What follows belongs to an exercise in optimizing a design on an open flow for small area; a production flow would make more cautious choices.
The RTL was checked by simulation tests, not by an equivalence proof against the original design.

// cbc_dig
module cbc_dig(clk,rst_n,RX_A,RX_C,TX_C,CH_A,CH_B,dst,eep_rd_data,eep_addr,eep_cs_n,eep_r_w_n,chrg_pmp_en);
input clk,rst_n;
input RX_A;
input RX_C;
output TX_C;
output CH_A;
output CH_B;
output [13:0] dst;
input [13:0] eep_rd_data;
output [1:0] eep_addr;
output eep_cs_n;
output eep_r_w_n;
output chrg_pmp_en;
wire rdyA, rdyC;
wire [7:0] rxA, rxC;
cbc_rx iRXA(.clk(clk), .rst_n(rst_n), .RX(RX_A), .rdy(rdyA), .rx_data(rxA));
cbc_rx iRXC(.clk(clk), .rst_n(rst_n), .RX(RX_C), .rdy(rdyC), .rx_data(rxC));
reg tlow;             
reg [5:0] high_byte;
reg vld1, vld2;       
always @(posedge clk, negedge rst_n)
  if (!rst_n) tlow <= 1'b0;
  else tlow <= tlow ^ rdyA;
always @(posedge clk)
  if (rdyA & ~tlow) high_byte <= rxA[5:0];
always @(posedge clk, negedge rst_n)
  if (!rst_n) vld1 <= 1'b0;
  else vld1 <= rdyA & tlow;
always @(posedge clk)
  vld2 <= vld1;
wire [13:0] Xmeas = {high_byte, rxA};
localparam C_IDLE  = 3'd0;
localparam C_SENDH = 3'd1;
localparam C_SENDM = 3'd2;
localparam C_RSPHB = 3'd3;    
localparam C_RSPHI = 3'd4;    
localparam C_RSPLB = 3'd5;    
localparam C_RSPLI = 3'd6;    
localparam C_DONE  = 3'd7;
reg [2:0] cst;
reg frm_rdy;
reg cok;             
reg [3:0] ch;        
reg [5:0] cmid;      
wire snd_rsp, clr_rdy;
wire [13:0] Xset;
wire txbusy = (cst == C_RSPHB) | (cst == C_RSPLB);
reg [9:0] tbaud;
reg [10:0] tsr;
wire tbaud_full = ~tbaud[0] & tbaud[2] & ~tbaud[3] & ~tbaud[4] & tbaud[5] & tbaud[6] &
                  ~tbaud[7] & tbaud[8] & ~tbaud[9];
wire tshft = txbusy & tbaud_full;
wire tx_end = txbusy & ~|tsr[10:1];     
wire trmt_h = (cst == C_SENDM) & snd_rsp;
wire trmt_l = (cst == C_RSPHI);
always @(posedge clk, negedge rst_n)
  if (!rst_n) cst <= C_IDLE;
  else case (cst)
    C_IDLE:  if (rdyC) cst <= C_SENDH;
    C_SENDH: if (rdyC) cst <= C_SENDM;
    C_SENDM: if (snd_rsp) cst <= C_RSPHB;
    C_RSPHB: if (tx_end) cst <= C_RSPHI;
    C_RSPHI: cst <= C_RSPLB;
    C_RSPLB: if (tx_end) cst <= C_RSPLI;
    C_RSPLI: cst <= C_DONE;
    default: cst <= C_IDLE;
  endcase
always @(posedge clk)
  if ((cst == C_SENDM) & rdyC) frm_rdy <= 1'b1;
  ...
For scale: about 930 cells after synthesis, roughly 230 flip-flops, roughly 40 I/O pins, about 9800 um2 of cells after synthesis.
clock: 10.0 ns
lec_check: 0
cap_margin: 10
core_margin: 2
core_utilization: 65
gpl_timing_driven: 0
slew_margin: 10
standard.sh (not shown) runs the stock make flow with config.mk's settings and CLKGATE_MAP_FILE= SYNTH_SCRIPT=/design/flow/synth_recipe.tcl, a recipe that flattens the netlist after the stock synthesis.
==> flow/flow/run.sh <==
#!/bin/bash
# Layout flow: the standard flow (standard.sh, synthesis unchanged) with
# the synthesis buffers removed before placement, single-drive port buffers
# and a clock tree without dummy loads.
export REMOVE_ABC_BUFFERS=1
export BUFFER_PORTS_ARGS="-buffer_cell sky130_fd_sc_hd__buf_1"
export CTS_ARGS="-sink_clustering_enable -repair_clock_nets -dont_use_dummy_load -buf_list sky130_fd_sc_hd__clkbuf_4 -sink_clustering_size 9 -sink_clustering_max_diameter 55"
bash standard.sh > standard.log 2>&1
status=$?
tail -40 standard.log
exit $status
The starting point went through all stages and came out clean.
Then changed:
- CAP_MARGIN: 10 -> 0
- CORE_UTILIZATION: 65 -> 70
- PLACE_DENSITY: default -> 0.7
- SLEW_MARGIN: 10 -> 0
After rerunning: Routed wire length stays flat. Cell count fell by 0.35%. Non-clock buffer count fell by 1. Cell area hardly moves. Die area fell by about 7%. Via count rose by about 0.4%. Register-to-register slack gets worse by 0.05 ns.

==> re-timing with driven ports <==
How much do the figures lean on ideal ports? The routed layouts below were timed once more, with nothing changed but the port constraints. Step 1 assumes that a clkbuf_16 drives the clock port and a buf_2 every other input. Step 2 also shifts input and output timing later by t, the mid clock arrival at the registers, as if the neighbouring blocks saw the same clock. a / b / c = no drivers / after step 1 / after step 2; a / b = the first two.
run	t, ns	setup WS [ns]	worst register clock-pin slew, ns	worst data-port slew with drivers (ns)	pins driven straight from the clock port
the first run	0.682	0.668 / 0.668 / 0.668	0.11 / 0.11	0.04	1
the second run	0.691	0.618 / 0.618 / 0.618	0.11 / 0.11	0.04	1
After both steps every run listed still meets setup and hold.
